This is an optimization exercise on Yosys and OpenROAD, whose aim is small area, not a production implementation.
RTL that was checked went through simulation tests only; none was proved equivalent to the original.
Power figures rest on the tool's default switching activity, not on a simulated workload.

P:
==> flow/design.v <==
`timescale 1ns / 1ps
module top (
    input  wire clk,
    input  wire reset,
    input  wire rx,
    output wire tx
);
    reg [2:0] ph;      
    reg [1:0] x;       
    reg [2:0] q;       
    reg [4:0] s;       
    wire wend = (ph == 3'd7);
    wire tick = wend & (x == 2'd3) & (q == 3'd4);
    always @(posedge clk) begin
        ph <= ph + 3'd1;
        s  <= {s[3:0], (s[4] ^ s[2]) | (s == 5'd0)};
        if (reset) begin
            x <= 2'd0;
            q <= 3'd0;
        end else begin
            x <= x + {1'b0, wend};
            q <= {q[1:0], ~q[2] & ~q[1]};
        end
    end
    reg  [247:0] rf;
    wire tap = rf[247];
    wire lin;
    always @(posedge clk) rf <= {rf[246:0], lin};
    reg       inframe;
    reg [4:0] ib;            
    wire rxd = tick & inframe;
    always @(posedge clk) begin
        if (reset) begin
            inframe <= 1'b0;
            ib      <= 5'd0;
        end else begin
            ib <= ib + {4'd0, rxd};
            if (tick) begin
                if (!inframe) begin
                    if (!rx) inframe <= 1'b1;
                end else if (ib[2:0] == 3'd7) begin
                    inframe <= 1'b0;
                end
            end
        end
    end
    reg [15:0] sr;
    wire [4:0] rd  = sr[4:0];
    wire [2:0] f3  = sr[7:5];
    wire [7:0] imm = sr[15:8];
    wire [4:0] rs2 = sr[12:8];
    reg [1:0] cls;
    wire opc_hit = (sr[10:9] == 2'b11) & (sr[12:11] == 2'b00) & sr[13] & ~sr[15];
    always @(posedge clk) begin
        if (rxd && ib == 5'd7)
            cls <= {opc_hit & sr[14], opc_hit};
        else if (rxd && cls[1] && ib[4] && ib[3] && ib[2:0] != 3'd0 && (rx ^ (ib[2:0] == 3'd6)))
            cls[0] <= 1'b0;
    end
    wire is_r = cls[1];
    wire is_i = (cls == 2'b01);
    wire f7s  = cls[0];
    wire ev27 = rxd & (ib == 5'd27);
    wire rs1_bit = (ib >= 5'd15) & (ib <= 5'd19);
    wire rs1_put = (ib >= 5'd16) & (ib <= 5'd20) & (ph == ib[2:0]);
    wire ev31 = rxd & (ib == 5'd31);
    localparam S_IDLE = 5'd2,  S_LAW = 5'd3,  S_LAD = 5'd4,  S_LBW = 5'd5,
               S_LBD  = 5'd6,  S_WT  = 5'd7,  S_EX0 = 5'd8,
               S_TW1  = 5'd16, S_TW2 = 5'd17, S_TST = 5'd18;
    reg [4:0] st;
    wire rs2z = (rs2 == 5'd0);
    wire wen  = (cls != 2'b00) & (rd != 5'd0);
    wire d_w   = ~st[0] & ((st[4] & (st[3] | st[2])) | (st == 5'd0));
    wire d_s   =  st[0] & ((st[4] & (st[3] | st[2] | (st[1:0] == 2'b11))) | (st == 5'd1));
    wire twait = d_w | (st == S_TW1) | (st == S_TW2) | (st == S_TST);
    reg adv;
    always @* begin
        case (st)
            S_IDLE:  adv = ev27;
            S_LAW:   adv = rs1z | (s == rs1);
            S_LBW:   adv = is_i | rs2z | (s == rs2);
            S_WT:    adv = ev31;
            default: adv = ~twait | tick;
        endcase
    end
    always @(posedge clk) begin
        if (reset)
            st <= S_IDLE;
        else if (wend)
            st <= st + {4'd0, adv};
    end
    reg wr_act;
    always @(posedge clk)
        if (wend)
            wr_act <= (st == S_TW1 || st == S_TW2 || st == S_TST) && !tick && wen && (s == rd);
    reg  [7:0] acc;           
    reg        cy;
    wire a  = acc[7];
    wire b  = sr[8];
    wire shift = is_r & (f3 == 3'b101);
    wire sub   = is_r & (f3 == 3'b000) & f7s;
    wire sra   = shift & f7s;
    wire logic_op = (cls != 2'b00) & f3[2] & (f3[1] | ~f3[0]);
    wire bb  = b ^ sub;
    wire cin = (ph == 3'd0) ? sub : cy;
    wire sum = a ^ bb ^ cin;
    wire co  = (a & bb) | (a & cin) | (bb & cin);
    wire lres = f3[1] ? (f3[0] ? (a & b) : (a | b)) : (a ^ b);
    wire res  = shift ? a : logic_op ? lres : sum;
    wire [2:0] shamt = (sra && imm[7:3] != 5'd0) ? 3'b111 : imm[2:0];
    wire fill = sra & a;            
    reg txr;
    always @(posedge clk) begin
        if (reset)
            txr <= 1'b1;
        else if (tick)
            txr <= (st == S_TW2) ? 1'b0 : (d_w || st == S_TST) ? acc[6] : 1'b1;
    end
    assign tx = txr;
    wire sh_pass = shift && (st[4:3] == 2'b01) && (st[2:0] != 3'd0) && (st[2:0] <= shamt);
    reg ain;
    always @* begin
        ain = a;
        if (rs1_put)
            ain = cy;
        else if (st == S_LAD)
            ain = tap & ~cy;
        else if (st == S_EX0)
            ain = res;
        else if (sh_pass || d_s)
            ain = wend ? fill : acc[6];
    end
    wire [4:0] rs1 = {acc[2], acc[3], acc[4], acc[5], acc[6]};    
    wire rs1z = (rs1 == 5'd0);
    always @(posedge clk) begin
        acc <= {acc[6:0], ain};
        if (rxd && rs1_bit) cy <= rx;
        else if (st == S_LAW) cy <= rs1z;      
        else if (st == S_LBW) cy <= rs2z;      
        else if (st == S_EX0) cy <= co;
    end
    wire sr_rx = rxd & (ib < 5'd28) & ~rs1_bit;
    always @(posedge clk) begin
        if (sr_rx)
            sr <= {rx, sr[15:1]};
        else if (st == S_LBD && !is_i)
            sr[15:8] <= {tap & ~cy, sr[15:9]};
        else if (st == S_EX0)
            sr[15:8] <= {sr[8], sr[15:9]};
    end
    assign lin = wr_act ? a : tap;
endmodule
clock: 10.0 ns
lec_check: 0
cap_margin: 0
core_margin: 2
core_utilization: 60
cts_buf_list: sky130_fd_sc_hd__clkbuf_8
cts_cluster_diameter: 60
cts_cluster_size: 20
place_density: 0.75
slew_margin: 0
run.sh (not shown) runs the stock make flow with config.mk's settings and CLKGATE_MAP_FILE= SYNTH_SCRIPT=/design/flow/synth_recipe.tcl, a recipe that flattens the netlist after the stock synthesis.
Edits applied to the flow inputs when going from P to Q:
diff --git a/flow/design.v b/flow/design.v
--- a/flow/design.v
+++ b/flow/design.v
@@ -50,15 +50,20 @@
     wire [7:0] imm = sr[15:8];
     wire [4:0] rs2 = sr[12:8];
-    reg [1:0] cls;
+    reg is_r, is_i, f7s;
     wire opc_hit = (sr[10:9] == 2'b11) & (sr[12:11] == 2'b00) & sr[13] & ~sr[15];
     always @(posedge clk) begin
-        if (rxd && ib == 5'd7)
-            cls <= {opc_hit & sr[14], opc_hit};
-        else if (rxd && cls[1] && ib[4] && ib[3] && ib[2:0] != 3'd0 && (rx ^ (ib[2:0] == 3'd6)))
-            cls[0] <= 1'b0;
+        if (rxd && ib == 5'd7) begin
+            is_r <= opc_hit & sr[14];
+            is_i <= opc_hit & ~sr[14];
+        end
+        if (rxd) begin
+            case (ib)
+                5'd25: f7s <= ~rx;
+                5'd30: f7s <= f7s & rx;
+                5'd26, 5'd27, 5'd28, 5'd29, 5'd31: f7s <= f7s & ~rx;
+                default: ;
+            endcase
+        end
     end
-    wire is_r = cls[1];
-    wire is_i = (cls == 2'b01);
-    wire f7s  = cls[0];
     wire ev27 = rxd & (ib == 5'd27);
     wire rs1_bit = (ib >= 5'd15) & (ib <= 5'd19);
@@ -70,5 +75,5 @@
     reg [4:0] st;
     wire rs2z = (rs2 == 5'd0);
-    wire wen  = (cls != 2'b00) & (rd != 5'd0);
+    wire wen  = (is_r | is_i) & (rd != 5'd0);
     wire d_w   = ~st[0] & ((st[4] & (st[3] | st[2])) | (st == 5'd0));
     wire d_s   =  st[0] & ((st[4] & (st[3] | st[2] | (st[1:0] == 2'b11))) | (st == 5'd1));
@@ -101,5 +106,5 @@
     wire sub   = is_r & (f3 == 3'b000) & f7s;
     wire sra   = shift & f7s;
-    wire logic_op = (cls != 2'b00) & f3[2] & (f3[1] | ~f3[0]);
+    wire logic_op = (is_r | is_i) & f3[2] & (f3[1] | ~f3[0]);
     wire bb  = b ^ sub;
     wire cin = (ph == 3'd0) ? sub : cy;
@@ -109,5 +114,5 @@
     wire res  = shift ? a : logic_op ? lres : sum;
     wire [2:0] shamt = (sra && imm[7:3] != 5'd0) ? 3'b111 : imm[2:0];
-    wire fill = sra & a;            
+    wire fill = sra & cy;
     reg txr;
     always @(posedge clk) begin
@@ -138,5 +143,5 @@
         else if (st == S_LAW) cy <= rs1z;      
         else if (st == S_LBW) cy <= rs2z;      
-        else if (st == S_EX0) cy <= co;
+        else if (st == S_EX0) cy <= shift ? a : co;
     end
     wire sr_rx = rxd & (ib < 5'd28) & ~rs1_bit;
Notes after the runs:
Every stage of the flow completed for Q, and the final layout passed the timing, DRC and antenna checks. In the metrics for Q and P, the one carrying the lower net switching power figure is Q. On post-route core utilization, Q tracks P almost exactly. [compare] base=P new=Q: worst-case headroom to the max-slew limit went down by 34 points; clock transition at the registers of the reported paths held steady; internal power contribution flat. Compared with P, via count of the first global-routing pass in Q increased by a few percent. Looking at cell area across both flows, Q is the weaker of the two, with P ahead. Measured against each other, Q and P differ in estimated wirelength of the detail-placed design, the lower figure coming from P.
For Q, only the layout was checked, not whether the RTL still works.

## north
top, a different RTL version from the one above (not shown whole).
Size: roughly 4 I/O pins.
==> module top, before the edit <==
module top (
    input  wire clk,
    input  wire reset,
    input  wire rx,
    output wire tx
);
    reg [2:0] ph;      
    reg [1:0] x;       
    reg [2:0] q;       
    reg [4:0] s;       
    wire wend = (ph == 3'd7);
    wire tick = wend & (x == 2'd3) & (q == 3'd4);    
    always @(posedge clk) begin
        ph <= ph + 3'd1;
        s  <= {s[3:0], (s[4] ^ s[2]) | (s == 5'd0)};
        x <= x + {1'b0, wend};
        q <= {q[1:0], ~q[2] & ~q[1]};
    end
    reg  [247:0] rf;
    wire tap = rf[247];
    wire lin;
    always @(posedge clk) rf <= {rf[246:0], lin};
    reg       inframe;
    reg [4:0] ib;            
    wire rxd = tick & inframe;
    always @(posedge clk) begin
        if (reset) begin
            inframe <= 1'b0;
            ib      <= 5'd0;
        end else begin
            ib <= ib + {4'd0, rxd};
            if (tick) begin
                if (!inframe) begin
                    if (!rx) inframe <= 1'b1;
                end else if (ib[2:0] == 3'd7) begin
                    inframe <= 1'b0;
                end
            end
        end
    end
    reg [15:0] sr;
    wire [4:0] rd  = sr[4:0];
    wire [2:0] f3  = sr[7:5];
    wire [7:0] imm = sr[15:8];
    wire [4:0] rs2 = sr[12:8];
    reg [1:0] cls;
    wire opc_hit = (sr[10:9] == 2'b11) & (sr[12:11] == 2'b00) & sr[13] & ~sr[15];
    always @(posedge clk) begin
        if (rxd && ib == 5'd7)
            cls <= {opc_hit & sr[14], opc_hit};
        else if (rxd && cls[1] && ib[4] && ib[3] && ib[2:0] != 3'd0 && (rx ^ (ib[2:0] == 3'd6)))
            cls[0] <= 1'b0;
    end
    wire is_r = cls[1];
    wire is_i = (cls == 2'b01);
    wire f7s  = cls[0];
    wire ev27 = rxd & (ib == 5'd27);
    wire rs1_bit = (ib >= 5'd15) & (ib <= 5'd19);
    wire rs1_put = (ib >= 5'd16) & (ib <= 5'd20) & (ph == ib[2:0]);
    wire ev31 = rxd & (ib == 5'd31);
    localparam S_IDLE = 5'd2,  S_LAW = 5'd3,  S_LAD = 5'd4,  S_LBW = 5'd5,
               S_LBD  = 5'd6,  S_WT  = 5'd7,  S_EX0 = 5'd8,
               S_TW1  = 5'd16, S_TW2 = 5'd17, S_TST = 5'd18;
    reg [4:0] st;
    wire rs2z = (rs2 == 5'd0);
    wire wen  = (cls != 2'b00) & (rd != 5'd0);
    wire d_w   = ~st[0] & ((st[4] & (st[3] | st[2])) | (st == 5'd0));
    wire d_s   =  st[0] & ((st[4] & (st[3] | st[2] | (st[1:0] == 2'b11))) | (st == 5'd1));
    wire twait = d_w | (st == S_TW1) | (st == S_TW2) | (st == S_TST);
    reg adv;
    always @* begin
        case (st)
            S_IDLE:  adv = ev27;
            S_LAW:   adv = rs1z | (s == rs1);
            S_LBW:   adv = is_i | rs2z | (s == rs2);
            S_WT:    adv = ev31;
            default: adv = ~twait | tick;
        endcase
    end
    always @(posedge clk) begin
        if (reset)
            st <= S_IDLE;
        else if (wend)
            st <= st + {4'd0, adv};
    end
    reg wr_act;
    always @(posedge clk)
        if (wend)
            wr_act <= (st == S_TW1 || st == S_TW2 || st == S_TST) && !tick && wen && (s == rd);
    reg  [7:0] acc;           
    reg        cy;
    wire a  = acc[7];
    wire b  = sr[8];
    wire shift = is_r & (f3 == 3'b101);
    wire sub   = is_r & (f3 == 3'b000) & f7s;
    wire sra   = shift & f7s;
    wire logic_op = (cls != 2'b00) & f3[2] & (f3[1] | ~f3[0]);
    wire bb  = b ^ sub;
    wire cin = (ph == 3'd0) ? sub : cy;
    wire sum = a ^ bb ^ cin;
    wire co  = (a & bb) | (a & cin) | (bb & cin);
    wire lres = f3[1] ? (f3[0] ? (a & b) : (a | b)) : (a ^ b);
    wire res  = shift ? a : logic_op ? lres : sum;
    wire [2:0] shamt = (sra && imm[7:3] != 5'd0) ? 3'b111 : imm[2:0];
    wire fill = sra & a;            
    reg txr;
    always @(posedge clk) begin
        if (reset)
            txr <= 1'b1;
        else if (tick)
            txr <= (st == S_TW2) ? 1'b0 : (d_w || st == S_TST) ? acc[6] : 1'b1;
    end
    assign tx = txr;
    wire [2:0] k = st[2:0];
    wire k_le = (~k[2] & shamt[2]) |
                ((k[2] ~^ shamt[2]) & ((~k[1] & shamt[1]) | ((k[1] ~^ shamt[1]) & (~k[0] | shamt[0]))));
    wire sh_pass = shift && (st[4:3] == 2'b01) && (k != 3'd0) && k_le;
    reg ain;
    always @* begin
        ain = a;
        if (rs1_put)
            ain = cy;
        else if (st == S_LAD)
            ain = tap & ~cy;
        else if (st == S_EX0)
            ain = res;
        else if (sh_pass || d_s)
            ain = wend ? fill : acc[6];
    end
    wire [4:0] rs1 = {acc[2], acc[3], acc[4], acc[5], acc[6]};    
    wire rs1z = (rs1 == 5'd0);
    always @(posedge clk) begin
        acc <= {acc[6:0], ain};
        if (rxd && rs1_bit) cy <= rx;
        else if (st == S_LAW) cy <= rs1z;      
        else if (st == S_LBW) cy <= rs2z;      
        else if (st == S_EX0) cy <= co;
    end
    wire sr_rx = rxd & (ib < 5'd28) & ~rs1_bit;
    always @(posedge clk) begin
        if (sr_rx)
            sr <= {rx, sr[15:1]};
        else if (st == S_LBD && !is_i)
            sr[15:8] <= {tap & ~cy, sr[15:9]};
        else if (st == S_EX0)
            sr[15:8] <= {sr[8], sr[15:9]};
    end
    assign lin = wr_act ? a : tap;
endmodule
Settings: LEC_CHECK=0, CAP_MARGIN=0, CORE_MARGIN=2, CORE_UTILIZATION=60, CTS_BUF_LIST=sky130_fd_sc_hd__clkbuf_8, CTS_CLUSTER_DIAMETER=60, CTS_CLUSTER_SIZE=20, PLACE_DENSITY=0.75, SLEW_MARGIN=0; clock period 10.0 ns.
standard.sh (not shown) runs the stock make flow with config.mk's settings and CLKGATE_MAP_FILE= SYNTH_SCRIPT=/design/flow/synth_recipe.tcl, a recipe that flattens the netlist after the stock synthesis.
==> flow/flow/run.sh <==
#!/bin/bash
set -euo pipefail
rm -rf myscripts
cp -r "$FLOW_HOME/scripts" myscripts
cp flow/abc_area_only.script myscripts/abc_speed.script
bash standard.sh SCRIPTS_DIR="$PWD/myscripts" synth > synth.log 2>&1
bash standard.sh CTS_ARGS="-sink_clustering_enable -repair_clock_nets -sink_clustering_size 20 -sink_clustering_max_diameter 60 -buf_list sky130_fd_sc_hd__clkbuf_4 -root_buf sky130_fd_sc_hd__clkbuf_4 -sink_clustering_buffer sky130_fd_sc_hd__clkbuf_8" > layout.log 2>&1
==> flow/flow/abc_area_only.script <==
&get -n
&st
&dch -f
&nf -a
&put
strash
&get -n
&st
&dch -f
&nf -a
&put
topo
Input-level comparison between south and north:
-- flow/design.v --
<<< north, line 11
    reg [4:0] s;       
    wire wend = (ph == 3'd7);
    wire tick = wend & (x == 2'd3) & (q == 3'd4);    
    always @(posedge clk) begin
        ph <= ph + 3'd1;
        s  <= {s[3:0], (s[4] ^ s[2]) | (s == 5'd0)};
        x <= x + {1'b0, wend};
        q <= {q[1:0], ~q[2] & ~q[1]};
    end
    reg  [247:0] rf;
>>> south, line 11
    reg [4:0] s;       
    wire wend = (ph == 3'd7);
    wire tick = wend & (x == 2'd3) & (q == 3'd4);
    always @(posedge clk) begin
        ph <= ph + 3'd1;
        s  <= {s[3:0], (s[4] ^ s[2]) | (s == 5'd0)};
        if (reset) begin
            x <= 2'd0;
            q <= 3'd0;
        end else begin
            x <= x + {1'b0, wend};
            q <= {q[1:0], ~q[2] & ~q[1]};
        end
    end
    reg  [247:0] rf;
## What came out
Status: fmax parity (south, north). Timing, DRC, antenna: 0 failures across south and north. Routed wire length, south vs north: down slightly. Going from north to south, share of final-layout standard cells stronger than drive strength 1 shrinks by 0.77 points. Status: worst setup slack parity (south, north). Changes observed in south relative to north: maximum clock skew at final layout stayed essentially flat; count of clock-buffer cells in the layout fell by 2; core utilization fell by 0.33 points; synthesized cell count rose by 5.

## re-timing with driven ports
No port has a modelled driver above. Below, the same layouts with a new extraction and two added sets of constraints. Step 1 sets driving cells, clkbuf_16 on the clock port and buf_2 on the other inputs (assumed; they add their load-dependent delay and slew). Step 2, shift: input delay + t, output delay - t, t = (earliest + latest rising clock arrival at the registers) / 2. This alone moves slack from input paths to output paths. a / b / c = no drivers / after step 1 / after step 2; a / b = the first two.
run	shift t [ns]	setup slack, ns	worst setup path after step 2	clock arrival spread, ns	pins driven straight from the clock port
P	0.536	6.627 / 6.591 / 6.578	input to register	0.016 / 0.017	1
Q	0.528	6.638 / 6.604 / 6.780	input to register	0.026 / 0.027	1
north	0.630	6.519 / 6.487 / 6.494	input to register	0.028 / 0.028	1
south	0.626	6.518 / 6.483 / 6.521	register to register	0.031 / 0.030	1
After both steps every run listed still meets setup and hold. The setup slack of P, which loses most, moves by -0.036 ns with the drivers and by -0.049 ns with both steps.
